Source: an optimization exercise on an open RTL-to-GDS flow (aim: small area, a short achievable clock period and few clock cycles). Production flows keep margins and buffers that such runs may drop. RTL that was checked went through simulation tests only; none was proved equivalent to the original. Function not checked in runs 3 to 6: the RTL went through the layout flow alone. No run shown here takes its clock network from TritonCTS; it comes from the design's own scripts or RTL. No driver is modelled on the clock port, so clock power and skew are understated where the tree is cut down; a real chip needs a root buffer or a tree. No activity file was given, so power comes from the tool's default toggle rates.

**design/flow/flow/run.sh**
```bash
#!/bin/bash
# Standard ORFS flow, except that the clock tree is built by flow/cts.tcl.
set -euo pipefail
# port buffers: plain buf_2 instead of the delay cell buffer_ports picks
export BUFFER_PORTS_ARGS="-buffer_cell sky130_fd_sc_hd__buf_2"
R=orfs/results/$FLOW_PLATFORM/conversion/base
bash standard.sh place > flow_place.log 2>&1
RES=$R TNS=0 SETUP_MARGIN=3.3 NROOT=4 NLEAF=2 ROOTBUF=sky130_fd_sc_hd__buf_16 LEAFBUF=sky130_fd_sc_hd__buf_16 \
	openroad -exit -no_init -threads $NUM_CORES flow/cts.tcl > flow_cts.log 2>&1
bash standard.sh finish > flow_finish.log 2>&1
```
**design/flow/standard.sh**
```bash
#!/bin/bash
# synth_recipe.tcl (not shown) runs the flow's synth.tcl, then flattens the netlist and writes it again
# the make line also repeats each setting of config.mk as NAME=value (left out here)
make -C /OpenROAD-flow-scripts/flow DESIGN_CONFIG=/design/flow/config.mk WORK_HOME=/design/flow/orfs CLKGATE_MAP_FILE= SYNTH_SCRIPT=/design/flow/synth_recipe.tcl "${@:-finish}"
```
**design/flow/flow/tree.tcl**
```tcl
# One- or two-level clock tree, built by hand: the clock port drives NROOT
# buffers; each drives NLEAF leaf buffers (or, with NLEAF 0, the flip-flops
# directly). Flip-flops are split into equal groups by recursive bisection
# of their locations, alternating x and y, so the leaves see equal loads.
proc bisect { items k axis } {
  if {$k <= 1} { return [list $items] }
  set items [lsort -integer -index $axis $items]
  set n [llength $items]
  set k1 [expr {$k / 2}]
  set n1 [expr {($n * $k1 + $k / 2) / $k}]
  set other [expr {$axis == 1 ? 2 : 1}]
  return [concat [bisect [lrange $items 0 [expr {$n1 - 1}]] $k1 $other] \
                 [bisect [lrange $items $n1 end] [expr {$k - $k1}] $other]]
}

proc centre { items } {
  set sx 0; set sy 0
  foreach s $items { incr sx [lindex $s 1]; incr sy [lindex $s 2] }
  set n [llength $items]
  return [list [expr {$sx / $n}] [expr {$sy / $n}]]
}

proc add_buf { name master innet xy } {
  set block [ord::get_db_block]
  set inst [odb::dbInst_create $block $master $name]
  set net [odb::dbNet_create $block "${name}_net"]
  $net setSigType CLOCK
  [$inst findITerm A] connect $innet
  [$inst findITerm X] connect $net
  $inst setLocation [expr {[lindex $xy 0] - [$master getWidth] / 2}] \
                    [expr {[lindex $xy 1] - [$master getHeight] / 2}]
  $inst setPlacementStatus PLACED
  return $net
}

proc build_tree { nroot nleaf root_master leaf_master } {
  set block [ord::get_db_block]
  set db [ord::get_db]
  set rm [$db findMaster $root_master]
  set lm [$db findMaster $leaf_master]
  set clk [$block findNet clk]
  set sinks {}
  foreach it [$clk getITerms] {
    set box [[$it getInst] getBBox]
    lappend sinks [list $it [expr {([$box xMin] + [$box xMax]) / 2}] [expr {([$box yMin] + [$box yMax]) / 2}]]
  }
  set roots [bisect $sinks $nroot 1]
  set r 0
  foreach rg $roots {
    set rnet [add_buf "clkroot_$r" $rm $clk [centre $rg]]
    if {$nleaf == 0} {
      foreach s $rg { set it [lindex $s 0]; $it disconnect; $it connect $rnet }
      puts "root $r: [llength $rg] sinks"
    } else {
      set l 0
      foreach lg [bisect $rg $nleaf 2] {
        set lnet [add_buf "clkleaf_${r}_$l" $lm $rnet [centre $lg]]
        foreach s $lg { set it [lindex $s 0]; $it disconnect; $it connect $lnet }
        puts "leaf $r $l: [llength $lg] sinks"
        incr l
      }
    }
    incr r
  }
}
```
**design/flow/design.v**
```verilog
`timescale 1ns / 1ps
module conversion(
	ready,postfix,
	clk,reset,load,infix
);
input clk, reset, load;
input [7:0] infix;
output ready;
output [7:0] postfix;
localparam QN = 29;           
reg       c_dig, c_opn, c_cls, c_hi, c_pa, c_hp;
reg [3:0] nib;
wire [3:0] in_n = infix[3:0];
wire       ld   = load & ~reset;
always @(posedge clk) begin
	c_dig <= ld &  infix[4];
	c_opn <= ld & ~infix[4] & ~in_n[2] & ~in_n[1] & ~in_n[0];           
	c_cls <= ld & ~infix[4] & ~in_n[2] & ~in_n[1] &  in_n[0];           
	c_hi  <= ld & ~infix[4] &  in_n[1] & ~(in_n[0] ^ in_n[2]);          
	c_pa  <= ld & ~infix[4] & ~(in_n[2] & in_n[1]) & in_n[0];           
	c_hp  <= ld & ~infix[4] & (in_n[1] | in_n[0]);                      
	nib   <= in_n;
end
wire iv   = c_dig | c_opn | c_hi | c_pa;
reg  rst_r;
always @(posedge clk) rst_r <= reset;
wire c_lo = c_pa & ~c_cls;
reg        lv, lo, hv, ho;
reg [3:0]  hl, hh;            
reg        p;                 
reg [6:0]  so;                
reg        snd, rdy, hd;
reg [3:0]  h;
reg [3:0]  q [1:QN+1];
wire [3:0] hi_n = {1'b1, ho, 1'b1, ho};
wire [3:0] lo_n = {1'b1, lo, ~lo, 1'b1};
wire       n1   = c_dig | (hv & c_hp) | (lv & c_pa);             
wire       n2   = c_pa & hv & lv;                                
wire [3:0] curv = {lv, lo, hv, ho};
wire       e_nib = ~p & c_dig;
wire       e_hi  = ~p & ~c_dig & hv;
wire       e_lo  = p | (~c_dig & ~hv);
wire       o_nib =  p & c_dig;
wire       o_hi  =  p & ~c_dig & hv;
wire       o_lo  = ~p | (~c_dig & ~hv);
wire [3:0] bus_e = ({4{e_nib}} & nib) | ({4{e_hi}} & hi_n) | ({4{e_lo}} & lo_n);
wire [3:0] bus_o = ({4{o_nib}} & nib) | ({4{o_hi}} & hi_n) | ({4{o_lo}} & lo_n);
wire [3:0] bus_es = c_opn ? curv : bus_e;
wire [3:0] bus_os = c_opn ? curv : bus_o;
wire [3:0] top = ({4{so[1]}} & ~q[29]) | ({4{so[2]}} & q[28]) |
                 ({4{so[3]}} & ~q[27]) | ({4{so[4]}} & q[26]) |
                 ({4{so[5]}} & ~q[25]) | ({4{so[6]}} & q[24]);
reg [15:0] dh;                
integer k;
always @(*)
	for (k = 0; k < 16; k = k + 1) dh[k] = hl[k % 4] & hh[k / 4];
wire [7:0] ds = {1'b0, so};
wire       h0   = hl[0] & hh[0];
wire       more = ~h0;                      
wire       done = snd & ~more & ~hv & ~lv;
wire       inc  = n2 | (n1 & p);
wire rl  = ~snd & inc;
wire rr  = snd & more & ~p;
wire rlh = rl & hl[3];
wire rrh = rr & hl[0];
always @(posedge clk) begin
	hl <= rst_r ? 4'b0001 :
	      ({4{rl}} & {hl[2:0], hl[3]}) | ({4{rr}} & {hl[0], hl[3:1]}) |
	      ({4{~rl & ~rr}} & hl);
	hh <= rst_r ? 4'b0001 :
	      ({4{rlh}} & {hh[2:0], hh[3]}) | ({4{rrh}} & {hh[0], hh[3:1]}) |
	      ({4{~rlh & ~rrh}} & hh);
	p  <= ~rst_r & (p ^ (snd ? (more | done) : (n1 & ~n2)));
end
always @(*) q[QN+1] = 4'b0000;
wire [3:0] bn_e  = {4{~snd}} & ~bus_e;
wire [3:0] bn_o  = {4{~snd}} &  bus_o;
wire [3:0] bn_es = {4{~snd}} & ~bus_es;
wire [3:0] bn_os = {4{~snd}} &  bus_os;
genvar i;
generate for (i = 1; i <= QN; i = i + 1) begin : g_q
	wire we;
	if (i % 2 == 0)
		assign we = (~p & dh[i/2]) | (p & dh[i/2-1]) |
		            ((QN - i < 8) ? (c_opn & ds[(QN - i) % 8]) : 1'b0);
	else
		assign we = dh[i/2] |
		            ((QN - i < 8) ? (c_opn & ds[(QN - i) % 8]) : 1'b0);
	always @(posedge clk)
		if (snd | we)
			q[i] <= ~(({4{snd}} & q[i+1]) | ((i % 2 == 0) ? ((i >= QN - 5) ? bn_es : bn_e)
			                                               : ((i >= QN - 5) ? bn_os : bn_o)));
end endgenerate
always @(posedge clk) begin
	if (rst_r) begin
		so  <= 7'd1;
		snd <= 1'b0;
	end
	else if (snd) begin
		if (done)
			snd <= 1'b0;
	end
	else begin
		if (c_opn)
			so <= {so[5:0], 1'b0};
		else if (c_cls)
			so <= {1'b0, so[6:1]};
		if (iv && !load)
			snd <= 1'b1;
	end
end
wire keep = ~c_opn & ~c_pa & ~c_hi;         
always @(posedge clk) begin
	lv <= ~rst_r & ((snd & lv & (more | hv)) |
	                (~snd & ((c_cls & top[3]) | c_lo | (~c_opn & ~c_cls & lv))));
	lo <= (snd & lo) | (~snd & ((c_cls & top[2]) | (c_lo & nib[2]) | (~c_pa & lo)));
	hv <= ~rst_r & ((snd & hv & more) |
	                (~snd & ((c_cls & top[1]) | c_hi | (keep & hv))));
	ho <= (snd & ho) | (~snd & ((c_cls & top[0]) | (c_hi & nib[2]) | (~c_cls & ~c_hi & ho)));
end
wire t_q   = snd & more;
wire t_hi  = snd & ~more & hv;
wire t_lo  = snd & ~more & ~hv;
wire t_nib = ~snd & h0 & ~p & c_dig;        
wire t_h   = ~snd & ~(h0 & ~p & c_dig);
always @(posedge clk) begin
	h  <= ({4{t_q}} & ~q[1]) | ({4{t_hi}} & hi_n) | ({4{t_lo}} & lo_n) |
	      ({4{t_nib}} & nib) | ({4{t_h}} & h);
	hd <= (t_q & ~(~q[1][3] & (~q[1][2] | ~q[1][1]))) | t_nib | (t_h & hd);
end
always @(posedge clk)
	if (reset | rst_r)     rdy <= 1'b0;
	else if (snd)          rdy <= ~done;
	else if (iv && !load)  rdy <= 1'b1;
assign ready   = rdy;
assign postfix = {3'b001, hd, h};
endmodule
```
**design/flow/config.mk**
```make
export PLATFORM = sky130hd
export DESIGN_NAME = conversion
export DESIGN_NICKNAME = conversion
export VERILOG_FILES = /design/flow/design.v
export SDC_FILE = /design/flow/constraint.sdc
export NUM_CORES = 4
export LEC_CHECK = 0
export CAP_MARGIN = 20
export CORE_MARGIN = 2
export CORE_UTILIZATION = 40
export SETUP_SLACK_MARGIN = 3.3
export SLEW_MARGIN = 20
export TNS_END_PERCENT = 0
```
**design/flow/flow/cts.tcl**
```tcl
# Clock tree step in place of ORFS's TritonCTS: a shallow balanced tree built
# by tree.tcl (NROOT buffers on the clock port, NLEAF leaf buffers under
# each), then the same timing repair and legalisation as ORFS's cts step.
set R $::env(RES)
set margin $::env(SETUP_MARGIN)
read_liberty $::env(FLOW_HOME)/platforms/sky130hd/lib/sky130_fd_sc_hd__tt_025C_1v80.lib
read_db $R/3_place.odb
read_sdc $R/3_place.sdc
source $::env(FLOW_HOME)/platforms/sky130hd/setRC.tcl
set_dont_use [get_lib_cells {sky130_fd_sc_hd__probe_p_8 sky130_fd_sc_hd__probec_p_8 sky130_fd_sc_hd__lpflow_*}]
source [file join [file dirname [info script]] tree.tcl]
build_tree $::env(NROOT) $::env(NLEAF) $::env(ROOTBUF) $::env(LEAFBUF)
detailed_placement
estimate_parasitics -placement
set_propagated_clock [all_clocks]
report_clock_latency
repair_timing -setup_margin $margin -repair_tns $::env(TNS) -verbose
detailed_placement
check_placement -verbose
estimate_parasitics -placement
report_clock_latency
report_worst_slack -max
report_worst_slack -min
write_db $R/4_1_cts.odb
write_sdc -no_timestamp $R/4_cts.sdc
```
**design/flow/constraint.sdc**
```tcl
create_clock -name core_clock -period 4.5 [get_ports {clk}]
set_input_delay 0.9000 -clock core_clock [delete_from_list [all_inputs] [get_ports {clk}]]
set_output_delay 0.9000 -clock core_clock [all_outputs]
set_load 0.01 [all_outputs]
```
==> flow_metrics.py, run 1 <==
metrics = {
    "cells_and_area": {
        "areaGrowthSynthToFinish_pct": 14.9,
        "postLayoutCoreUtil_pct": 46.7,
        "layout.cell_area.non_filler_mm2": 0.00772,
        "n_fill_cell": 1462,
        "final_net_count": 594,
        "drive_gt1_share_pct": 20.0,
        "antenna_cells": 0,
    },
    "die": {
        "top_ports": 20,
        "die_height_um": 134,
        "dieArea_mm2": 0.0179,
        "die_w_um": 134,
        "initial_core_utilization_pct": 40.7,
        "area_inside_the_core_boundary_mm2": 0.0165,
        "std_cell_rows": 47,
    },
    "detailed_routing": {
        "remaining_drc_errors": 0,
        "routed-via-count": 4715,
        "drt_iter0_markers": 428,
        "avgRoutedWirePerCell_um": 20.3,
        "drt-pass1-iter-count": 5,
        "drt-vias-per-instance": 5.89,
        "drtAntennaViolNets": 0,
        "totalWireLength_um": 16300,
    },
    "min_path": {
        "hold_path.class": "reg -> reg",
        "hold-path-cell-count": 2,
        "min_delay_worst_endpoint": "so[0]",
        "hold_path_startpoint": "so[0]",
    },
    "critical_path": {
        "worstRegToRegCells": 3,
        "timing.critical_path.buf_inv": 1,
        "critical_path.reg2reg.startpoint": "p",
        "crit_type": "reg -> reg",
        "critical_path.max_fanout": 7,
        "worst-endpoint-required_ns": 4.46,
        "crit-reg2reg-capture": "q[28][1]",
        "crit_path_end_kind": "flop",
        "cp_data_arrival_time_ns": 1.54,
        "timing.critical_path.max_delay_family": "compound AO/OA/AOI/OAI gates",
        "timing.critical_path.slowest_stage_cell": "a221o_1",
        "timing.critical_path.from": "p",
        "flop_to_flop_setup_slack_ns": 2.92,
        "cp-start-kind": "flop",
        "critical_path.max_stage_delay_ns": 0.43,
        "timing.critical_path.cells": "buf_12 -> mux2_4 -> a221o_1",
    },
    "sta": {
        "rsz0062_at_grt": "yes",
        "setup_viol": 0,
        "finalWorstPathRequiredPeriod_ns": 1.58,
        "worst_slew_margin_rel_pct": 45.2,
        "final_max_slew_viol_count": 0,
        "setup_tns_ns": 0,
        "finalClockSkew_ns": 0.0119,
        "period_share_pct": 35.2,
        "tightest_slew_ns": 0.821,
        "max_freq_mhz": 631,
        "timing.final.hold_violations": 0,
        "hold_slack_ns": 0.529,
    },
    "logic_synthesis": {
        "synth.yosys.warnings": 2,
        "synth_async_sr_flop_share_pct": 0,
        "synth_edf_count": 118,
        "ys_top_cells_by_area": "edfxtp_1 53%, dfxtp_1 11%, o21ai_0 5.5%",
        "post-synth-top-count-cell": "edfxtp_1",
        "synth_cell_type_count": 66,
        "synth.cells.most_frequent": "118 x edfxtp_1, 74 x o21ai_0, 61 x a21oi_1, 58 x nand2_1, 36 x dfxtp_1",
        "synth_largest_area_cell": "edfxtp_1",
        "postSynth.topFlopCell": "edfxtp_1",
        "post_synth_instance_area_mm2": 0.00672,
        "synth_largest_type_area_fraction_pct": 52.7,
        "postSynthAreaPerCell_um2": 11.7,
        "seq_area_frac_synth_pct": 63.5,
        "ys_ff_latch": 154,
        "post_synthesis_cells": 576,
    },
    "run_status": {
        "run_status": "complete, no violations",
    },
    "clocking": {
        "insertion_delay_ns": 0.24,
        "clock_transition_at_the_register_clock_pins_on_the_worst_setup_and_hold_paths_after_cts_ns": 0.08,
    },
    "pwr": {
        "power.net_switching_uw": 797,
        "power.static_leakage_uw": 0.00263,
        "comb_power_share_pct": 16.6,
        "share_clk_of_total_power_pct": 30.8,
        "power.density_cell_area_mw_per_mm2": 431,
        "report.power.total_uw": 3330,
        "p_int_uw": 2530,
        "vdd_ir_drop_max_mv": 0.228,
        "power.switching_fraction_pct": 23.9,
        "sequential_share_of_power_pct": 52.6,
    },
    "grt": {
        "global_route.usage.total_pct": 18.0,
        "first_global_vias": 4681,
        "grt_first_pass_wirelength_um": 25900,
        "largest_net_degree_at_the_start_of_global_routing": 63,
        "globalRouteOverflowTotal": 0,
        "grt_antenna_before_repair": 0,
    },
    "placement": {
        "routabilityCongestion": 0.879,
        "port_buffers": 13,
        "placedInstanceArea_mm2": 0.00682,
        "dpl.hpwl_um": 9870,
    },
    "flow_run": {
        "maxCapViolations": 0,
    },
}
## sequential cells by signal, summed over array words and instances, names as in the netlist, named ones only
| name | count |
|---|---|
| hv | 1 |
| rdy | 1 |
| lv | 1 |
| rst_r | 1 |
| so | 7 |
| p | 1 |
| c_pa | 1 |
| snd | 1 |
| hd | 1 |
| c_cls | 1 |
| c_opn | 1 |
| hh | 4 |
| c_hp | 1 |
| q | 116 |
| hl | 4 |
| nib | 4 |
| c_dig | 1 |
| c_hi | 1 |
| h | 4 |
## area by class of cell
type | count | area, um2 | area share (%)
well taps | 220 | 275 | 3.57
multi-input cells | 352 | 2250 | 29.1
inverters | 15 | 67.6 | 0.875
plain buffers | 12 | 330 | 4.28
repair buffers | 48 | 509 | 6.60
flip-flops and latches | 154 | 4290 | 55.6
## cell families (layout without fill, tap and decap cells)
group / after synthesis / count (layout) / synth area share [%]
xor gates and xnor gates: 1 / 1 / 0.130
and+or+nand+nor: 127 / 127 / 9.05
muxes: 14 / 14 / 2.20
AOI/OAI and AO/OA: 206 / 207 / 19.6
buffers and inverters: 72 / 75 / 5.46
other: 2 / 3 / 0.112
DFF: 154 / 154 / 63.5
## tightest hold or removal path, cell delays in order (launching register included)
cell,delay [ns]
dfxtp_1,0.35
inv_1,0.06
o21ai_0,0.07
## how the worst max path moves through the flow
stage                  to  slack, ns  cells after the start
5_1_grt        postfix[3]       2.89                      1
3_3_place_gp      q[2][3]       2.27                      4
6_report         q[28][1]       2.92                      3
2_1_floorplan    q[21][2]       3.10                      6
3_5_place_dp      q[3][2]       2.23                      4
## per-stage QoR
stage          setup WS, ns  cells
3_3_place_gp           2.27    757
6_report               2.92    801
2_1_floorplan          3.10    577
5_1_grt                2.89    801
3_5_place_dp           2.23    757
## power groups by stage
stage	clock network [uW]	registers, uW	logic (uW)
after floorplan	0	1750	313
after global placement	0	1780	377
after detailed placement	0	1780	392
after global routing	1100	1760	599
final	1030	1750	551
## routing by layer
layer	share of wire (%)	up-vias	routed length [um]	track usage, %
li1	-	2162	-	-
met1	43	2325	7070	26.4
met2	47	192	7660	29.4
met4	3.1	0	497	4.61
met5	0	-	0	0
met3	6.5	36	1060	0.837
## cells in the final DEF (no fill, tap or decap), types with 5 or more instances in the layout
master / n
buf_16: 13
mux2i_1: 7
inv_1: 12
edfxtp_1: 118
nand3_1: 15
buf_2: 7
nor3_1: 8
a221oi_1: 5
buf_4: 23
nand2_1: 56
a21oi_1: 60
a211oi_1: 7
dfxtp_2: 9
dfxtp_1: 23
a221o_1: 6
buf_12: 6
o21ai_0: 72
buf_6: 8
and3_1: 5
nor2_1: 19
Testbench counts, summed over its fixed seeds: cycles 5,210.
==> run 2, diff against run 1 <==
--- a/design/flow/flow/run.sh
+++ b/design/flow/flow/run.sh
@@ -6,5 +6,5 @@
 R=orfs/results/$FLOW_PLATFORM/conversion/base
 bash standard.sh place > flow_place.log 2>&1
-RES=$R TNS=0 SETUP_MARGIN=3.3 NROOT=4 NLEAF=2 ROOTBUF=sky130_fd_sc_hd__buf_16 LEAFBUF=sky130_fd_sc_hd__buf_16 \
+RES=$R TNS=0 SETUP_MARGIN=3.05 NROOT=4 NLEAF=2 ROOTBUF=sky130_fd_sc_hd__buf_16 LEAFBUF=sky130_fd_sc_hd__buf_16 \
 	openroad -exit -no_init -threads $NUM_CORES flow/cts.tcl > flow_cts.log 2>&1
 bash standard.sh finish > flow_finish.log 2>&1
--- a/design/flow/config.mk
+++ b/design/flow/config.mk
@@ -9,5 +9,5 @@
 export CORE_MARGIN = 2
 export CORE_UTILIZATION = 40
-export SETUP_SLACK_MARGIN = 3.3
+export SETUP_SLACK_MARGIN = 3.05
 export SLEW_MARGIN = 20
 export TNS_END_PERCENT = 0
==> flow_metrics.py, run 2 <==
metrics = {
    "run_status": {
        "run_status": "complete, no violations",
    },
    "detailed_routing": {
        "drtAntennaViolNets": 0,
        "totalWireLength_um": 16200,
        "avgRoutedWirePerCell_um": 20.5,
        "remaining_drc_errors": 0,
        "routed-via-count": 4625,
        "drt-vias-per-instance": 5.85,
        "drt_iter0_markers": 495,
        "drt-pass1-iter-count": 5,
    },
    "cells_and_area": {
        "flip_flop_count_of_the_largest_register_all_copies_and_words_added": 116,
        "antenna_cells": 0,
        "final_net_count": 584,
        "layout.cells.most_common_list": "118 x edfxtp_1, 71 x o21ai_0, 61 x a21oi_1, 56 x nand2_1, 29 x dfxtp_1",
        "layout_commonest_cell": "edfxtp_1",
        "drive_gt1_share_pct": 17.5,
        "registers_with_the_most_flip_flops": "q x116, so x7",
        "max_flop_register": "q",
        "layout.cell_area.non_filler_mm2": 0.00759,
        "areaGrowthSynthToFinish_pct": 12.9,
        "postLayoutCoreUtil_pct": 45.9,
    },
    "critical_path": {
        "cp_data_arrival_time_ns": 0.72,
        "critical_path.reg2reg.startpoint": "p",
        "critical_path.max_stage_delay_ns": 0.34,
        "timing.critical_path.from": "h[2]",
        "worst-endpoint-required_ns": 3.60,
        "critical_path.max_fanout": 2,
        "timing.critical_path.slowest_stage_cell": "dfxtp_1",
        "crit_type": "reg -> out",
        "cp-start-kind": "flop",
        "crit_path_end_kind": "output pin",
        "timing.critical_path.cells": "buf_2",
        "timing.critical_path.max_delay_family": "flip-flops",
        "timing.critical_path.buf_inv": 1,
    },
    "logic_synthesis": {
        "seq_area_frac_synth_pct": 63.5,
        "synth_largest_type_area_fraction_pct": 52.7,
        "synth.yosys.warnings": 2,
        "postSynthAreaPerCell_um2": 11.7,
        "ys_top_cells_by_area": "edfxtp_1 53%, dfxtp_1 11%, o21ai_0 5.5%",
        "post_synth_instance_area_mm2": 0.00672,
        "synth.cells.most_frequent": "118 x edfxtp_1, 74 x o21ai_0, 61 x a21oi_1, 58 x nand2_1, 36 x dfxtp_1",
        "synth_edf_count": 118,
        "ys_ff_latch": 154,
        "synth_cell_type_count": 66,
        "synth_async_sr_flop_share_pct": 0,
        "postSynth.topFlopCell": "edfxtp_1",
        "post_synthesis_cells": 576,
        "synth_largest_area_cell": "edfxtp_1",
        "post-synth-top-count-cell": "edfxtp_1",
    },
    "placement": {
        "port_buffers": 13,
        "dp_slack_ns": 2.14,
        "placedInstanceArea_mm2": 0.00680,
        "routabilityCongestion": 0.927,
        "dpl.hpwl_um": 9910,
    },
    "sta": {
        "timing.final.hold_violations": 0,
        "finalClockSkew_ns": 0.0115,
        "final_max_slew_viol_count": 0,
        "finalWorstSetupSlack_ns": 2.88,
        "setup_tns_ns": 0,
        "worst_slew_margin_rel_pct": 46.9,
        "rsz0062_at_grt": "yes",
        "finalWorstPathRequiredPeriod_ns": 1.62,
        "tightest_slew_ns": 0.795,
        "setup_viol": 0,
        "max_freq_mhz": 617,
        "period_share_pct": 36.0,
    },
    "grt": {
        "largest_net_degree_at_the_start_of_global_routing": 62,
        "global_route.usage.total_pct": 18.5,
        "first_global_vias": 4595,
        "globalRouteOverflowTotal": 0,
        "grt_first_pass_wirelength_um": 26300,
        "grt_antenna_before_repair": 0,
    },
    "die": {
        "top_ports": 20,
        "std_cell_rows": 47,
        "dieArea_mm2": 0.0179,
        "die_height_um": 134,
        "initial_core_utilization_pct": 40.7,
        "area_inside_the_core_boundary_mm2": 0.0165,
        "die_w_um": 134,
    },
    "pwr": {
        "power.density_cell_area_mw_per_mm2": 433,
        "power.static_leakage_uw": 0.00258,
        "vdd_ir_drop_max_mv": 0.219,
    },
    "clocking": {
        "clock_transition_at_the_register_clock_pins_on_the_worst_setup_and_hold_paths_after_cts_ns": 0.08,
        "insertion_delay_ns": 0.24,
    },
    "flow_run": {
        "maxCapViolations": 0,
    },
    "min_path": {
        "hold_path_startpoint": "so[0]",
        "hold_path.class": "reg -> reg",
    },
}
## run 2: through the flow
stage	hold WS, ns	instances	total power, uW
after floorplan	0.457	577	2050
after global placement	0.499	758	2160
after detailed placement	0.505	758	2170
after global routing	0.552	791	3420
final	0.518	791	3290
## run 2: area by class of cell
class	count	area, um2
fill	1484	8940
sequential	154	4290
multi-input combinational	352	2250
timing repair buffer	38	390
buffer	12	330
tap	220	275
inverter	15	61.3
## run 2: worst paths after layout
| check | cells after the start | slack, ns | to |
|---|---|---|---|
| max | 1 | 2.88 | postfix[2] |
| min reg2reg | 2 | 0.52 | so[0] |
| max reg2reg | 5 | 2.91 | q[17][2] |
| min | 2 | 0.52 | so[0] |
## run 2: worst min-delay path, stage by stage (launching register included)
cell and delay, ns:
dfxtp_1 0.35, inv_1 0.05, o21ai_0 0.07
## run 2: kinds of logic (layout without fill, tap and decap cells)
family,after synthesis,in the layout,share of synthesized area (%)
flip-flops,154,154,63.5
XOR/XNOR,1,1,0.130
buffers and inverters,72,65,5.46
AND/OR/NAND/NOR,127,127,9.05
AO/OA/AOI/OAI,206,207,19.6
multiplexers,14,14,2.20
other,2,3,0.112
## run 2: where the power goes
part	internal, uW	leakage (uW)	switching [uW]
registers	1680	0.00137	62.2
logic	211	0.00106	292
clock network	593	0.000152	445
## run 2: routing by layer
metal / vias up / share of wire [%] / track usage [%]
met1: 2298 / 44 / 26.6
met5: - / 0 / 0
met2: 155 / 47 / 30.9
met3: 36 / 5.9 / 1.33
met4: 0 / 2.9 / 4.20
li1: 2136 / - / -
==> run 3, diff against run 2 <==
--- a/design/flow/design.v
+++ b/design/flow/design.v
@@ -38,14 +38,16 @@
 wire       n2   = c_pa & hv & lv;                                
 wire [3:0] curv = {lv, lo, hv, ho};
-wire       e_nib = ~p & c_dig;
-wire       e_hi  = ~p & ~c_dig & hv;
-wire       e_lo  = p | (~c_dig & ~hv);
-wire       o_nib =  p & c_dig;
-wire       o_hi  =  p & ~c_dig & hv;
-wire       o_lo  = ~p | (~c_dig & ~hv);
-wire [3:0] bus_e = ({4{e_nib}} & nib) | ({4{e_hi}} & hi_n) | ({4{e_lo}} & lo_n);
-wire [3:0] bus_o = ({4{o_nib}} & nib) | ({4{o_hi}} & hi_n) | ({4{o_lo}} & lo_n);
-wire [3:0] bus_es = c_opn ? curv : bus_e;
-wire [3:0] bus_os = c_opn ? curv : bus_o;
+reg        pn;
+wire       e_nib = ~snd &  pn & c_dig;
+wire       e_hi  = ~snd &  pn & ~c_dig & hv;
+wire       e_lo  = ~snd & (~pn | (~c_dig & ~hv));
+wire       o_nib = ~snd & ~pn & c_dig;
+wire       o_hi  = ~snd & ~pn & ~c_dig & hv;
+wire       o_lo  = ~snd & ( pn | (~c_dig & ~hv));
+wire [3:0] bn_e = ({4{e_nib}} & ~nib) | ({4{e_hi}} & ~hi_n) | ({4{e_lo}} & ~lo_n);
+wire [3:0] bn_o = ({4{o_nib}} &  nib) | ({4{o_hi}} &  hi_n) | ({4{o_lo}} &  lo_n);
+wire       s_cur = ~snd & c_opn;
+wire [3:0] bn_es = c_opn ? ({4{s_cur}} & ~curv) : bn_e;
+wire [3:0] bn_os = c_opn ? ({4{s_cur}} &  curv) : bn_o;
 wire [3:0] top = ({4{so[1]}} & ~q[29]) | ({4{so[2]}} & q[28]) |
                  ({4{so[3]}} & ~q[27]) | ({4{so[4]}} & q[26]) |
@@ -72,10 +74,7 @@
 	      ({4{~rlh & ~rrh}} & hh);
 	p  <= ~rst_r & (p ^ (snd ? (more | done) : (n1 & ~n2)));
+	pn <= ~(~rst_r & (p ^ (snd ? (more | done) : (n1 & ~n2))));
 end
 always @(*) q[QN+1] = 4'b0000;
-wire [3:0] bn_e  = {4{~snd}} & ~bus_e;
-wire [3:0] bn_o  = {4{~snd}} &  bus_o;
-wire [3:0] bn_es = {4{~snd}} & ~bus_es;
-wire [3:0] bn_os = {4{~snd}} &  bus_os;
 genvar i;
 generate for (i = 1; i <= QN; i = i + 1) begin : g_q
--- a/design/flow/flow/run.sh
+++ b/design/flow/flow/run.sh
@@ -6,5 +6,5 @@
 R=orfs/results/$FLOW_PLATFORM/conversion/base
 bash standard.sh place > flow_place.log 2>&1
-RES=$R TNS=0 SETUP_MARGIN=3.05 NROOT=4 NLEAF=2 ROOTBUF=sky130_fd_sc_hd__buf_16 LEAFBUF=sky130_fd_sc_hd__buf_16 \
+RES=$R SETUP_MARGIN=2.85 NROOT=4 NLEAF=3 ROOTBUF=sky130_fd_sc_hd__buf_12 LEAFBUF=sky130_fd_sc_hd__buf_6 \
 	openroad -exit -no_init -threads $NUM_CORES flow/cts.tcl > flow_cts.log 2>&1
 bash standard.sh finish > flow_finish.log 2>&1
--- a/design/flow/flow/cts.tcl
+++ b/design/flow/flow/cts.tcl
@@ -15,5 +15,5 @@
 set_propagated_clock [all_clocks]
 report_clock_latency
-repair_timing -setup_margin $margin -repair_tns $::env(TNS) -verbose
+repair_timing -setup_margin $margin -verbose
 detailed_placement
 check_placement -verbose
--- a/design/flow/config.mk
+++ b/design/flow/config.mk
@@ -9,5 +9,4 @@
 export CORE_MARGIN = 2
 export CORE_UTILIZATION = 40
-export SETUP_SLACK_MARGIN = 3.05
+export SETUP_SLACK_MARGIN = 2.85
 export SLEW_MARGIN = 20
-export TNS_END_PERCENT = 0
==> flow_metrics.py, run 3 <==
metrics = {
    "die": {
        "top_ports": 20,
        "dieArea_mm2": 0.0175,
        "area_inside_the_core_boundary_mm2": 0.0160,
        "die_height_um": 132,
        "initial_core_utilization_pct": 41.2,
        "die_w_um": 132,
        "std_cell_rows": 46,
    },
    "cells_and_area": {
        "layout.cell_area.non_filler_mm2": 0.00738,
        "postLayoutCoreUtil_pct": 46.1,
        "ff_latch_area_mm2": 0.00431,
        "antenna_cells": 0,
        "layout.cells.most_common_list": "118 x edfxtp_1, 112 x a21oi_1, 56 x nand2_1, 29 x dfxtp_1, 26 x buf_4",
        "areaGrowthSynthToFinish_pct": 12.0,
        "n_fill_cell": 1525,
        "flip_flop_count_of_the_largest_register_all_copies_and_words_added": 116,
        "final_net_count": 597,
        "max_flop_register": "q",
        "registers_with_the_most_flip_flops": "q x116, so x7",
        "multiInputGateArea_mm2": 0.00214,
        "layout_commonest_cell": "edfxtp_1",
        "drive_gt1_share_pct": 17.3,
    },
    "detailed_routing": {
        "drt-pass1-iter-count": 6,
        "drtAntennaViolNets": 0,
        "totalWireLength_um": 15600,
        "avgRoutedWirePerCell_um": 19.5,
        "remaining_drc_errors": 0,
        "drt_iter0_markers": 517,
        "routed-via-count": 4648,
        "drt-vias-per-instance": 5.81,
    },
    "pwr": {
        "vdd_ir_drop_max_mv": 0.266,
        "power.static_leakage_uw": 0.00253,
        "report.power.total_uw": 3050,
        "power.density_cell_area_mw_per_mm2": 414,
    },
    "grt": {
        "grt_antenna_before_repair": 0,
        "largest_net_degree_at_the_start_of_global_routing": 74,
        "grt_first_pass_wirelength_um": 25600,
        "globalRouteOverflowTotal": 0,
        "first_global_vias": 4557,
        "global_route.usage.total_pct": 17.8,
    },
    "placement": {
        "dpl.hpwl_um": 9570,
        "routabilityCongestion": 0.880,
        "port_buffers": 13,
        "placedInstanceArea_mm2": 0.00674,
    },
    "flow_run": {
        "maxCapViolations": 0,
    },
    "critical_path": {
        "worst-endpoint-required_ns": 4.46,
        "crit_path_end_kind": "flop",
        "crit_type": "reg -> reg",
        "cp-start-kind": "flop",
        "cp_data_arrival_time_ns": 1.66,
        "critical_path.max_fanout": 11,
    },
    "logic_synthesis": {
        "synth_largest_type_area_fraction_pct": 53.8,
        "ys_ff_latch": 155,
        "post_synth_instance_area_mm2": 0.00659,
        "synth_largest_area_cell": "edfxtp_1",
        "synth.cells.most_frequent": "118 x a21oi_1, 118 x edfxtp_1, 58 x nand2_1, 37 x dfxtp_1, 27 x clkbuf_1",
        "post_synthesis_cells": 572,
        "synth_edf_count": 118,
        "synth.yosys.warnings": 2,
        "synth_async_sr_flop_share_pct": 0,
        "ys_top_cells_by_area": "edfxtp_1 54%, dfxtp_1 11%, a21oi_1 9.0%",
        "postSynthAreaPerCell_um2": 11.5,
        "postSynth.topFlopCell": "edfxtp_1",
        "synth_cell_type_count": 55,
        "seq_area_frac_synth_pct": 65.0,
    },
    "sta": {
        "worst_slew_margin_rel_pct": 50.7,
        "setup_viol": 0,
        "max_freq_mhz": 588,
        "rsz0062_at_grt": "yes",
        "setup_tns_ns": 0,
        "period_share_pct": 37.8,
        "hold_slack_ns": 0.534,
        "tightest_slew_ns": 0.738,
        "finalWorstPathRequiredPeriod_ns": 1.70,
        "finalClockSkew_ns": 0.0259,
        "final_max_slew_viol_count": 0,
        "timing.final.hold_violations": 0,
    },
    "clocking": {
        "clock_transition_at_the_register_clock_pins_on_the_worst_setup_and_hold_paths_after_cts_ns": 0.09,
        "insertion_delay_ns": 0.24,
    },
    "run_status": {
        "run_status": "complete, no violations",
    },
    "min_path": {
        "hold_path.class": "reg -> reg",
    },
}
-- run 3: cell count changes in the layout (fill, tap and decap cells not counted), moves of 4 or more --
cell      before  now
a21oi_1       61  112
a21oi_2        0    4
a221oi_1       6    1
a22oi_1        3    8
buf_16        12    0
buf_4         13   26
buf_6          2   15
nand2b_1       1    8
nor3_1         8    3
o21ai_0       71   20
-- run 3: final timing paths --
path | start | end | slack [ns] | cells after the start
worst max register to register | flop | q[14][2] | 2.80 | 5
worst min-delay path | h[1] | h[1] | 0.53 | 2
worst max-delay path | flop | q[14][2] | 2.80 | 5
worst min register to register | h[1] | h[1] | 0.53 | 2
-- run 3: through the flow --
stage,setup slack [ns],std cells
after floorplan,2.88,573
after global placement,2.16,755
after detailed placement,2.12,755
after global routing,2.76,800
final,2.80,800
-- run 3: kinds of logic after synthesis --
logic type	after synthesis	synth area share (%)
muxes	12	1.92
xor gates and xnor gates	2	0.266
other	2	0.114
buffers and inverters	66	4.50
AOI/OAI and AO/OA	205	18.7
and+or+nand+nor	130	9.50
DFF	155	65.0
-- run 3: critical path: stages, from the launching register on --
cell      delay, ns
edfxtp_1       0.40
or3b_4         0.42
a21bo_4        0.26
a21oi_4        0.14
buf_12         0.15
a21oi_1        0.05
-- run 3: layer usage --
| metal | vias up | global-route usage [%] | part of all wire (%) |
|---|---|---|---|
| li1 | 2145 | - | - |
| met1 | 2273 | 26.6 | 45 |
| met2 | 188 | 27.7 | 45 |
| met3 | 42 | 1.85 | 6.2 |
| met4 | 0 | 4.90 | 3.3 |
| met5 | - | 0 | 0 |
-- run 3: final cells by class --
type / count / share of cell area (%)
Tap cell: 216 / 3.66
Timing Repair Buffer: 47 / 5.34
Multi-Input combinational cell: 353 / 29.0
Buffer: 16 / 2.92
Sequential cell: 155 / 58.4
Inverter: 13 / 0.763
-- run 3: where the power goes --
part	switching (uW)	total (uW)	leakage [uW]	internal, uW
clock	423	772	0.000110	348
sequential	61.7	1760	0.00137	1700
combinational	309	522	0.00105	213
total	794	3050	0.00253	2260
==> run 4, diff against run 3 <==
--- a/design/flow/flow/run.sh
+++ b/design/flow/flow/run.sh
@@ -6,5 +6,5 @@
 R=orfs/results/$FLOW_PLATFORM/conversion/base
 bash standard.sh place > flow_place.log 2>&1
-RES=$R SETUP_MARGIN=2.85 NROOT=4 NLEAF=3 ROOTBUF=sky130_fd_sc_hd__buf_12 LEAFBUF=sky130_fd_sc_hd__buf_6 \
+RES=$R SETUP_MARGIN=2.85 NROOT=4 NLEAF=2 ROOTBUF=sky130_fd_sc_hd__buf_16 LEAFBUF=sky130_fd_sc_hd__buf_16 \
 	openroad -exit -no_init -threads $NUM_CORES flow/cts.tcl > flow_cts.log 2>&1
 bash standard.sh finish > flow_finish.log 2>&1
==> flow_metrics.py, run 4 <==
metrics = {
    "cells_and_area": {
        "layout.cell_area.non_filler_mm2": 0.00748,
        "final_net_count": 591,
        "antenna_cells": 0,
        "registers_with_the_most_flip_flops": "q x116, so x7",
        "n_fill_cell": 1497,
        "flip_flop_count_of_the_largest_register_all_copies_and_words_added": 116,
        "layout_commonest_cell": "edfxtp_1",
        "areaGrowthSynthToFinish_pct": 13.5,
        "max_flop_register": "q",
        "layout.cells.most_common_list": "118 x edfxtp_1, 116 x a21oi_1, 56 x nand2_1, 29 x dfxtp_1, 23 x buf_4",
        "postLayoutCoreUtil_pct": 46.7,
        "drive_gt1_share_pct": 15.9,
    },
    "sta": {
        "timing.final.hold_violations": 0,
        "tightest_slew_ns": 0.743,
        "setup_viol": 0,
        "finalClockSkew_ns": 0.00968,
        "finalWorstPathRequiredPeriod_ns": 1.74,
        "final_max_slew_viol_count": 0,
        "period_share_pct": 38.6,
        "worst_slew_margin_rel_pct": 50.4,
        "rsz0062_at_grt": "yes",
        "max_freq_mhz": 576,
        "setup_tns_ns": 0,
    },
    "logic_synthesis": {
        "post_synthesis_cells": 572,
        "post_synth_instance_area_mm2": 0.00659,
        "ys_top_cells_by_area": "edfxtp_1 54%, dfxtp_1 11%, a21oi_1 9.0%",
        "postSynthAreaPerCell_um2": 11.5,
        "ys_ff_latch": 155,
        "synth_async_sr_flop_share_pct": 0,
        "synth_edf_count": 118,
        "postSynth.topFlopCell": "edfxtp_1",
        "synth.cells.most_frequent": "118 x a21oi_1, 118 x edfxtp_1, 58 x nand2_1, 37 x dfxtp_1, 27 x clkbuf_1",
        "synth.yosys.warnings": 2,
        "synth_largest_area_cell": "edfxtp_1",
        "seq_area_frac_synth_pct": 65.0,
        "synth_largest_type_area_fraction_pct": 53.8,
        "synth_cell_type_count": 55,
    },
    "grt": {
        "grt_antenna_before_repair": 0,
        "first_global_vias": 4519,
        "grt_first_pass_wirelength_um": 25500,
        "globalRouteOverflowTotal": 0,
        "largest_net_degree_at_the_start_of_global_routing": 74,
        "global_route.usage.total_pct": 17.7,
    },
    "detailed_routing": {
        "routed-via-count": 4594,
        "drt_iter0_markers": 599,
        "avgRoutedWirePerCell_um": 19.6,
        "drtAntennaViolNets": 0,
        "drt-vias-per-instance": 5.79,
        "remaining_drc_errors": 0,
        "drt-pass1-iter-count": 5,
        "totalWireLength_um": 15600,
    },
    "die": {
        "area_inside_the_core_boundary_mm2": 0.0160,
        "top_ports": 20,
        "die_w_um": 132,
        "die_height_um": 132,
        "initial_core_utilization_pct": 41.2,
        "std_cell_rows": 46,
        "dieArea_mm2": 0.0175,
    },
    "critical_path": {
        "flop_to_flop_setup_slack_ns": 2.76,
        "critical_path.max_stage_delay_ns": 0.42,
        "timing.critical_path.slowest_stage_cell": "or3b_4",
        "cp-start-kind": "flop",
        "worst-endpoint-required_ns": 4.47,
        "cp_data_arrival_time_ns": 1.71,
        "crit_path_end_kind": "flop",
        "timing.critical_path.cells": "or3b_4 -> a21bo_4 -> a21oi_4 -> buf_12 -> a21oi_1",
        "crit-reg2reg-capture": "q[22][2]",
        "critical_path.max_fanout": 11,
        "crit_type": "reg -> reg",
        "worstRegToRegCells": 5,
    },
    "min_path": {
        "min_delay_worst_endpoint": "h[1]",
        "hold_path_startpoint": "h[1]",
        "hold_path.class": "reg -> reg",
        "hold-path-cell-count": 2,
    },
    "pwr": {
        "sequential_share_of_power_pct": 53.1,
        "power.switching_fraction_pct": 24.7,
        "report.power.total_uw": 3320,
        "power.static_leakage_uw": 0.00258,
        "comb_power_share_pct": 15.5,
        "share_clk_of_total_power_pct": 31.4,
        "vdd_ir_drop_max_mv": 0.277,
        "power.density_cell_area_mw_per_mm2": 444,
        "power.net_switching_uw": 821,
        "p_int_uw": 2500,
    },
    "placement": {
        "routabilityCongestion": 0.880,
        "port_buffers": 13,
        "dpl.hpwl_um": 9570,
        "placedInstanceArea_mm2": 0.00674,
    },
    "clocking": {
        "insertion_delay_ns": 0.24,
        "clock_transition_at_the_register_clock_pins_on_the_worst_setup_and_hold_paths_after_cts_ns": 0.09,
    },
    "run_status": {
        "run_status": "complete, no violations",
    },
    "flow_run": {
        "maxCapViolations": 0,
    },
}
==> run 4: cell count changes in the layout (fill, tap and decap cells not counted), moves of 3 or more <==
| cell | change |
|---|---|
| buf_12 | -4 |
| buf_16 | +12 |
| a21oi_2 | -4 |
| buf_6 | -11 |
| a21oi_1 | +4 |
| buf_4 | -3 |
==> run 4: routing by layer <==
layer / routed length, um / track usage (%)
met5: 0 / 0
met4: 378 / 3.70
met3: 711 / 0.769
met2: 7230 / 28.3
met1: 7240 / 27.1
==> run 4: through the flow <==
step,hold slack [ns],setup WS [ns],std cells
global route,0.546,2.72,794
detailed placement,0.514,2.12,755
floorplan,0.475,2.88,573
global placement,0.502,2.16,755
finish,0.528,2.76,794
==> run 4: critical path, delay by kind of cell, from the launching register on <==
kind,cells,cell delay (ns)
buf+inv,1,0.16
simple gates,1,0.42
flops,1,0.41
compound gates,3,0.47
==> run 4: worst max path at each step <==
stage                to  slack (ns)  depth (start not counted)
2_1_floorplan  q[10][2]        2.88                          5
3_3_place_gp    q[4][2]        2.16                          4
3_5_place_dp   q[22][2]        2.12                          4
5_1_grt        q[12][2]        2.72                          5
6_report       q[22][2]        2.76                          5
==> run 4: kinds of logic (layout without fill, tap and decap cells) <==
logic type / after synthesis / in the layout / synth area share, %
simple gates: 130 / 131 / 9.50
compound gates: 205 / 205 / 18.7
flops: 155 / 155 / 65.0
other cells: 2 / 3 / 0.114
buf+inv: 66 / 70 / 4.50
mux: 12 / 12 / 1.92
xor+xnor: 2 / 2 / 0.266
==> run 4: layout make-up <==
class / instances / area, um2 / share of cell area, %
Tap cell: 216 / 270 / 3.61
Buffer: 12 / 330 / 4.42
Multi-Input combinational cell: 353 / 2130 / 28.5
Sequential cell: 155 / 4310 / 57.6
Timing Repair Buffer: 45 / 383 / 5.12
Inverter: 13 / 56.3 / 0.753
==> run 4: power groups by stage <==
stage	logic (uW)	clock network, uW	registers, uW
floorplan	299	0	1760
global placement	388	0	1800
detailed placement	399	0	1800
global route	566	1110	1770
finish	513	1040	1760
==> run 5, diff against run 4 <==
--- a/design/flow/design.v
+++ b/design/flow/design.v
@@ -12,5 +12,5 @@
 reg [3:0] nib;
 wire [3:0] in_n = infix[3:0];
-wire       ld   = load & ~reset;
+wire       ld   = load;           
 always @(posedge clk) begin
 	c_dig <= ld &  infix[4];
==> flow_metrics.py, run 5 <==
metrics = {
    "grt": {
        "grt_antenna_before_repair": 0,
        "largest_net_degree_at_the_start_of_global_routing": 76,
        "first_global_vias": 4657,
        "grt_first_pass_wirelength_um": 25800,
        "globalRouteOverflowTotal": 0,
        "global_route.usage.total_pct": 18.0,
    },
    "critical_path": {
        "crit_type": "reg -> reg",
        "cp_data_arrival_time_ns": 1.66,
        "critical_path.max_fanout": 3,
        "cp-start-kind": "flop",
        "critical_path.max_stage_delay_ns": 0.45,
        "timing.critical_path.max_delay_family": "flip-flops",
        "crit_path_end_kind": "flop",
        "worst-endpoint-required_ns": 4.47,
        "timing.critical_path.cells": "or3b_4 -> a211oi_2 -> buf_6 -> a22o_4 -> a21oi_1",
        "timing.critical_path.slowest_stage_cell": "edfxtp_1",
        "timing.critical_path.buf_inv": 1,
    },
    "logic_synthesis": {
        "synth_largest_type_area_fraction_pct": 53.3,
        "postSynth.topFlopCell": "edfxtp_1",
        "seq_area_frac_synth_pct": 64.5,
        "post_synthesis_cells": 583,
        "ys_ff_latch": 155,
        "ys_top_cells_by_area": "edfxtp_1 53%, dfxtp_1 11%, a21oi_1 8.7%",
        "synth.yosys.warnings": 2,
        "synth.cells.most_frequent": "118 x edfxtp_1, 116 x a21oi_1, 58 x nand2_1, 37 x dfxtp_1, 29 x o21ai_0",
        "post-synth-top-count-cell": "edfxtp_1",
        "simple_logic_cell_fraction_of_the_synthesized_area_pct": 9.51,
        "synthMuxAreaShare_pct": 2.07,
        "synth-compound-area-share_pct": 18.9,
        "synth_cell_type_count": 51,
        "synth_edf_count": 118,
        "postSynthAreaPerCell_um2": 11.4,
        "post_synth_xor_area_fraction_pct": 0.132,
        "yosys.area_share.adder_pct": 0,
        "synth_largest_area_cell": "edfxtp_1",
        "combinational_family_with_the_most_area_after_synthesis": "compound AO/OA/AOI/OAI gates",
        "synth_async_sr_flop_share_pct": 0,
        "post_synth_instance_area_mm2": 0.00665,
    },
    "cells_and_area": {
        "layout_commonest_cell": "edfxtp_1",
        "areaGrowthSynthToFinish_pct": 14.9,
        "max_flop_register": "q",
        "drive_gt1_share_pct": 18.8,
        "layout.cells.most_common_list": "118 x edfxtp_1, 107 x a21oi_1, 56 x nand2_1, 28 x dfxtp_1, 27 x buf_4",
        "final_net_count": 608,
        "final_cell_count_no_fill": 815,
        "registers_with_the_most_flip_flops": "q x116, so x7",
        "antenna_cells": 0,
        "flip_flop_count_of_the_largest_register_all_copies_and_words_added": 116,
    },
    "sta": {
        "rsz0062_at_grt": "yes",
        "tightest_slew_ns": 0.826,
        "hold_slack_ns": 0.511,
        "max_freq_mhz": 592,
        "final_max_slew_viol_count": 0,
        "timing.final.hold_violations": 0,
        "period_share_pct": 37.5,
        "setup_tns_ns": 0,
        "finalClockSkew_ns": 0.00726,
        "finalWorstPathRequiredPeriod_ns": 1.69,
        "worst_slew_margin_rel_pct": 44.9,
        "setup_viol": 0,
    },
    "die": {
        "initial_core_utilization_pct": 40.5,
        "std_cell_rows": 47,
        "area_inside_the_core_boundary_mm2": 0.0164,
        "die_height_um": 133,
        "top_ports": 20,
        "dieArea_mm2": 0.0177,
        "die_w_um": 133,
    },
    "detailed_routing": {
        "avgRoutedWirePerCell_um": 19.8,
        "remaining_drc_errors": 0,
        "drtAntennaViolNets": 0,
        "routed-via-count": 4681,
        "drt-pass1-iter-count": 5,
        "totalWireLength_um": 16100,
        "drt-vias-per-instance": 5.74,
        "drt_iter0_markers": 462,
    },
    "clocking": {
        "insertion_delay_ns": 0.24,
        "clock_transition_at_the_register_clock_pins_on_the_worst_setup_and_hold_paths_after_cts_ns": 0.08,
    },
    "placement": {
        "routabilityCongestion": 0.847,
        "dpl.cell_count": 771,
        "dpl.hpwl_um": 9720,
        "port_buffers": 13,
    },
    "pwr": {
        "power.density_cell_area_mw_per_mm2": 452,
        "power.static_leakage_uw": 0.00261,
        "vdd_ir_drop_max_mv": 0.250,
        "report.power.total_uw": 3450,
    },
    "flow_run": {
        "maxCapViolations": 0,
    },
    "min_path": {
        "hold_path.class": "reg -> reg",
    },
    "run_status": {
        "run_status": "complete, no violations",
    },
}
-- run 5: cell types whose count changed in the layout (fill, tap and decap cells not counted), sizes merged, moves of 2 or more --
cell / delta
nor2b: +3
a21o: -2
buf: +5
a21oi: -3
nand2b: -2
nor3: +4
inv: +5
o2bb2ai: -2
a22o: +2
nor3b: -4
o21ai: +8
-- run 5: report_power, final --
part / total, uW / switching, uW / internal [uW] / leakage (uW)
clock network: 1030 / 441 / 593 / 0.000152
registers: 1810 / 78.0 / 1730 / 0.00138
logic: 605 / 366 / 239 / 0.00108
total: 3450 / 885 / 2570 / 0.00261
-- run 5: worst paths after layout --
kind                               from        to  slack [ns]  depth (start not counted)
worst min-delay path            q[1][3]      h[3]        0.51                          1
worst max register to register     flop  q[26][0]        2.81                          5
worst max-delay path               flop  q[26][0]        2.81                          5
worst min register to register  q[1][3]      h[3]        0.51                          1
-- run 5: per-layer routing --
| metal | up-vias | track usage (%) | part of all wire [%] |
|---|---|---|---|
| met5 | - | 0 | 0 |
| met4 | 0 | 4.84 | 2.3 |
| met3 | 24 | 1.23 | 4.6 |
| met2 | 139 | 29.6 | 47 |
| met1 | 2335 | 26.0 | 46 |
| li1 | 2183 | - | - |
-- run 5: metrics by stage --
step                utilization (%)  setup slack (ns)  cell area [um2]
floorplan                         -              2.93             6650
global placement               41.5              1.96             6810
detailed placement             41.5              1.89             6810
global route                   46.5              2.78             7640
finish                         46.5              2.81             7640
-- run 5: cell type report --
class                           instances  area (um2)
Fill cell                            1463        8770
Sequential cell                       155        4310
Multi-Input combinational cell        359        2220
Timing Repair Buffer                   50         419
Buffer                                 12         330
Tap cell                              220         275
Inverter                               17        67.6
Timing Repair inverter                  2        12.5
-- run 5: logic make-up after synthesis --
logic type | after synthesis
AOI/OAI and AO/OA | 209
other | 2
DFF | 155
muxes | 13
xor gates and xnor gates | 1
buffers and inverters | 70
and+or+nand+nor | 133
==> run 6, diff against run 5 <==
==> design/flow/design.v (replaced) <==
`timescale 1ns / 1ps
module conversion(
	ready,postfix,
	clk,reset,load,infix
);
input clk, reset, load;
input [7:0] infix;
output ready;
output [7:0] postfix;
localparam QN = 29;           
reg       iv, c_dig, c_opn, c_cls, c_hi, c_lo, c_pa;
reg [3:0] nib;
wire [3:0] in_n = infix[3:0];
always @(posedge clk) begin
	iv    <= load & ~reset;
	c_dig <= load & ~reset & infix[4];
	c_opn <= load & ~reset & ~infix[4] & ~in_n[2] & ~in_n[1] & ~in_n[0];
	c_cls <= load & ~reset & ~infix[4] & ~in_n[2] & ~in_n[1] &  in_n[0];
	c_hi  <= load & ~reset & ~infix[4] &  in_n[1] & ~(in_n[0] ^ in_n[2]);
	c_lo  <= load & ~reset & ~infix[4] &  (in_n[2] ^ in_n[1]) & in_n[0];
	c_pa  <= load & ~reset & ~infix[4] &  ~(in_n[2] & in_n[1]) & in_n[0];
	nib   <= in_n;
end
reg        lv, lo, hv, ho;
reg [4:0]  wp;                
reg [2:0]  sp;                
reg        snd, rdy, hd;
reg [3:0]  h;
reg [3:0]  q [1:QN+1];
wire [3:0] hi_n = {1'b1, ho, 1'b1, ho};
wire [3:0] lo_n = {1'b1, lo, ~lo, 1'b1};
wire       pa   = c_pa;                              
wire       n1   = c_dig | (hv & (c_hi | pa)) | (lv & pa);
wire       n2   = pa & hv & lv;
wire [3:0] wd0  = c_dig ? nib : (hv ? hi_n : lo_n);
wire [3:0] wd1  = lo_n;
wire [3:0] curv = {lv, lo, hv, ho};
wire [3:0] bus_e = c_opn ? curv : (wp[0] ? wd1 : wd0);
wire [3:0] bus_o = c_opn ? curv : (wp[0] ? wd0 : wd1);
reg  [3:0] top;
always @(*)
	case (sp)
	3'd1: top = q[29];
	3'd2: top = q[28];
	3'd3: top = q[27];
	3'd4: top = q[26];
	3'd5: top = q[25];
	default: top = q[24];
	endcase
wire [31:0] dw = 32'd1 << wp;       
wire [7:0]  ds = 8'd1 << sp;        
wire       more = (wp > 5'd1);
wire [4:0] wp_p1 = wp + 5'd1;
wire [4:0] wp_p2 = wp + 5'd2;
wire [4:0] wp_m1 = wp - 5'd1;
wire       done  = snd & ~more & ~hv & ~lv;
always @(posedge clk)
	if (reset | done)       wp <= 5'd0;
	else if (snd) begin
		if (more)           wp <= wp_m1;
	end
	else if (n2)            wp <= wp_p2;
	else if (n1)            wp <= wp_p1;
always @(*) q[QN+1] = bus_o;
genvar i;
generate for (i = 1; i <= QN; i = i + 1) begin : g_q
	wire we = (n1 & dw[i]) | (n2 & dw[i-1]) |
	          ((QN - i < 8) ? (c_opn & ds[(QN - i) % 8]) : 1'b0);
	always @(posedge clk)
		if (snd)      q[i] <= q[i+1];
		else if (we)  q[i] <= (i % 2 == 0) ? bus_e : bus_o;
end endgenerate
always @(posedge clk) begin
	if (reset) begin
		sp  <= 3'd0;
		lv  <= 1'b0;
		hv  <= 1'b0;
		snd <= 1'b0;
		rdy <= 1'b0;
	end
	else if (snd) begin
		if (more) begin
			h  <= q[1];
			hd <= ~(q[1][3] & (q[1][2] | q[1][1]));
		end
		else if (hv) begin
			h  <= hi_n;
			hd <= 1'b0;
			hv <= 1'b0;
		end
		else if (lv) begin
			h  <= lo_n;
			hd <= 1'b0;
			lv <= 1'b0;
		end
		else begin
			snd <= 1'b0;
			rdy <= 1'b0;
		end
	end
	else begin
		if (c_dig && wp == 5'd0) begin
			h  <= nib;
			hd <= 1'b1;
		end
		if (c_opn) begin
			sp <= sp + 3'd1;
			lv <= 1'b0;
			hv <= 1'b0;
		end
		else if (c_cls) begin
			sp <= sp - 3'd1;
			{lv, lo, hv, ho} <= top;
		end
		else if (c_hi) begin
			hv <= 1'b1;
			ho <= nib[2];
		end
		else if (c_lo) begin
			lv <= 1'b1;
			lo <= nib[2];
			hv <= 1'b0;
		end
		if (iv && !load) begin
			snd <= 1'b1;
			rdy <= 1'b1;
		end
	end
end
assign ready   = rdy;
assign postfix = {3'b001, hd, h};
endmodule
==> design/flow/flow/run.sh (replaced) <==
#!/bin/bash
# Standard ORFS flow, except that the clock tree is built by flow/cts.tcl.
set -euo pipefail
R=orfs/results/$FLOW_PLATFORM/conversion/base
bash standard.sh place > flow_place.log 2>&1
RES=$R SETUP_MARGIN=2.9 NROOT=4 NLEAF=2 ROOTBUF=sky130_fd_sc_hd__clkbuf_8 LEAFBUF=sky130_fd_sc_hd__clkbuf_16 \
	openroad -exit -no_init -threads $NUM_CORES flow/cts.tcl > flow_cts.log 2>&1
bash standard.sh finish > flow_finish.log 2>&1
--- a/design/flow/config.mk
+++ b/design/flow/config.mk
@@ -6,7 +6,8 @@
 export NUM_CORES = 4
 export LEC_CHECK = 0
+export ABC_CLOCK_PERIOD_IN_PS = 1200
 export CAP_MARGIN = 20
 export CORE_MARGIN = 2
 export CORE_UTILIZATION = 40
-export SETUP_SLACK_MARGIN = 2.85
+export SETUP_SLACK_MARGIN = 2.9
 export SLEW_MARGIN = 20
==> flow_metrics.py, run 6 <==
metrics = {
    "run_status": {
        "run_status": "complete, no violations",
    },
    "critical_path": {
        "cp_data_arrival_time_ns": 1.95,
        "worst-endpoint-required_ns": 4.65,
        "worstRegToRegCells": 7,
        "cp-start-kind": "flop",
        "critical_path.max_fanout": 4,
        "crit_path_end_kind": "flop",
        "crit_type": "reg -> reg",
    },
    "sta": {
        "setup_viol": 0,
        "timing.final.hold_violations": 0,
        "period_share_pct": 40.1,
        "final_max_slew_viol_count": 0,
        "setup_tns_ns": 0,
        "finalWorstPathRequiredPeriod_ns": 1.80,
        "worst_slew_margin_rel_pct": 66.6,
        "max_freq_mhz": 555,
        "rsz0062_at_grt": "yes",
        "tightest_slew_ns": 0.501,
        "finalClockSkew_ns": 0.0113,
        "hold_slack_ns": 0.524,
    },
    "logic_synthesis": {
        "postSynthAreaPerCell_um2": 11.2,
        "post-synth-top-count-cell": "edfxtp_1",
        "ys_top_cells_by_area": "edfxtp_1 53%, a21o_1 8.2%, dfxtp_1 6.7%",
        "synth_async_sr_flop_share_pct": 0,
        "ys_ff_latch": 146,
        "postSynth.topFlopCell": "edfxtp_1",
        "post_synth_instance_area_mm2": 0.00692,
        "post_synthesis_cells": 616,
        "seq_area_frac_synth_pct": 60.0,
        "synth_largest_area_cell": "edfxtp_1",
        "synth_cell_type_count": 51,
        "synth.cells.most_frequent": "123 x edfxtp_1, 85 x nand2_1, 76 x a21o_1, 37 x a21oi_1, 35 x clkbuf_1",
        "synth_edf_count": 123,
        "synth.yosys.warnings": 2,
        "synth_largest_type_area_fraction_pct": 53.4,
    },
    "grt": {
        "grt_first_pass_wirelength_um": 28400,
        "globalRouteOverflowTotal": 0,
        "first_global_vias": 5075,
        "grt_antenna_before_repair": 0,
        "global_route.usage.total_pct": 19.7,
        "largest_net_degree_at_the_start_of_global_routing": 70,
    },
    "cells_and_area": {
        "n_fill_cell": 1407,
        "antenna_cells": 0,
        "max_flop_register": "q",
        "areaGrowthSynthToFinish_pct": 32.0,
        "ff_latch_area_mm2": 0.00421,
        "registers_with_the_most_flip_flops": "q x116, wp x5",
        "layout.cells.most_common_list": "123 x edfxtp_1, 82 x nand2_1, 76 x a21o_1, 72 x buf_4, 21 x a21oi_1",
        "final_net_count": 721,
        "layout_commonest_cell": "edfxtp_1",
        "flip_flop_count_of_the_largest_register_all_copies_and_words_added": 116,
        "drive_gt1_share_pct": 36.5,
        "multiInputGateArea_mm2": 0.00327,
        "layout.cell_area.non_filler_mm2": 0.00914,
    },
    "placement": {
        "dpl.hpwl_um": 10600,
        "placedInstanceArea_mm2": 0.00744,
        "port_buffers": 13,
        "routabilityCongestion": 0.860,
    },
    "pwr": {
        "power.density_cell_area_mw_per_mm2": 308,
        "vdd_ir_drop_max_mv": 0.250,
        "power.static_leakage_uw": 0.00347,
    },
    "die": {
        "die_w_um": 136,
        "top_ports": 20,
        "die_height_um": 136,
        "dieArea_mm2": 0.0184,
        "area_inside_the_core_boundary_mm2": 0.0171,
        "initial_core_utilization_pct": 40.4,
        "std_cell_rows": 48,
    },
    "detailed_routing": {
        "totalWireLength_um": 19500,
        "drt_iter0_markers": 520,
        "avgRoutedWirePerCell_um": 21.3,
        "remaining_drc_errors": 0,
        "routed-via-count": 5367,
        "drtAntennaViolNets": 0,
        "drt-vias-per-instance": 5.86,
        "drt-pass1-iter-count": 4,
    },
    "min_path": {
        "hold-path-cell-count": 1,
        "hold_path.class": "reg -> reg",
    },
    "clocking": {
        "insertion_delay_ns": 0.29,
        "clock_transition_at_the_register_clock_pins_on_the_worst_setup_and_hold_paths_after_cts_ns": 0.08,
    },
    "flow_run": {
        "maxCapViolations": 0,
    },
}
run 6: logic make-up after synthesis:
| group | after synthesis | synth area share (%) |
|---|---|---|
| compound gates | 196 | 20.0 |
| simple gates | 166 | 10.7 |
| flops | 146 | 60.0 |
| buf+inv | 78 | 4.54 |
| fa+ha+maj | 18 | 3.22 |
| mux | 7 | 1.05 |
| xor+xnor | 3 | 0.380 |
| other cells | 2 | 0.108 |
run 6: per-layer routing:
metal,vias to the layer above,GRT usage [%],routed length [um]
met3,45,2.13,1460
li1,2405,-,-
met2,258,32.8,9380
met4,0,5.15,529
met5,-,0,0
met1,2659,27.5,8160
run 6: power breakdown:
group	leakage, uW	total, uW	switching [uW]	internal (uW)
registers	0.00129	1560	30.7	1530
clock network	0.000127	798	400	399
logic	0.00205	452	255	198
run 6: layout make-up:
cell class	instances	share of cell area [%]
plain buffers	12	2.79
repair buffers	109	10.6
inverters	27	1.62
multi-input cells	396	35.7
well taps	225	3.08
repair inverters	1	0.0821
flip-flops and latches	146	46.1
run 6: per-stage QoR:
stage               setup slack (ns)  util (%)  cells  power, uW
floorplan                       2.67         -    617       1810
global placement                1.87      43.5    809       1890
detailed placement              1.80      43.5    809       1900
global route                    2.68      53.4    916       2910
finish                          2.70      53.4    916       2810
run 6: critical path, stage by stage (launching register included):
cell and delay [ns]:
dfxtp_4 0.38, buf_4 0.15, ha_4 0.17, ha_4 0.21
nor3_2 0.12, a31o_2 0.16, o22ai_1 0.09, a2111oi_1 0.38
run 6: worst paths after layout:
kind | startpoint | endpoint | slack, ns
hold reg to reg | q[18][3] | q[17][3] | 0.52
setup / recovery | wp[0] | wp[2] | 2.70
setup reg to reg | wp[0] | wp[2] | 2.70
hold / removal | q[18][3] | q[17][3] | 0.52

==> separate check: timing with driven ports <==
The flow's constraints put no driver on any port. The routed layouts listed below were extracted and timed again, unchanged, in two steps. Step 1 sets driving cells, clkbuf_16 on the clock port and buf_2 on the other inputs (assumed; they add their load-dependent delay and slew). Step 2, shift: input delay + t, output delay - t, t = (earliest + latest rising clock arrival at the registers) / 2. This alone moves slack from input paths to output paths. a / b / c = ideal / step 1 / step 2; a / b = the first two.
| run | t, ns | setup slack, ns | worst hold slack (ns) | latest minus earliest clock arrival (ns) |
|---|---|---|---|---|
| run 1 | 0.338 | 2.915 / 2.812 / 2.915 | 0.529 / 0.529 / 0.529 | 0.012 / 0.012 |
| run 2 | 0.349 | 2.879 / 2.765 / 2.900 | 0.518 / 0.518 / 0.518 | 0.012 / 0.012 |
| run 3 | 0.317 | 2.799 / 2.799 / 2.799 | 0.534 / 0.534 / 0.534 | 0.026 / 0.025 |
| run 4 | 0.348 | 2.763 / 2.763 / 2.763 | 0.528 / 0.528 / 0.528 | 0.009 / 0.010 |
| run 5 | 0.346 | 2.812 / 2.779 / 2.812 | 0.511 / 0.511 / 0.511 | 0.008 / 0.009 |
| run 6 | 0.358 | 2.697 / 2.697 / 2.493 | 0.524 / 0.524 / 0.524 | 0.012 / 0.011 |
After both steps every run listed still meets setup and hold. For run 6, which loses most, drivers alone change the setup slack by 0.000 ns; drivers and shift together by -0.204 ns.
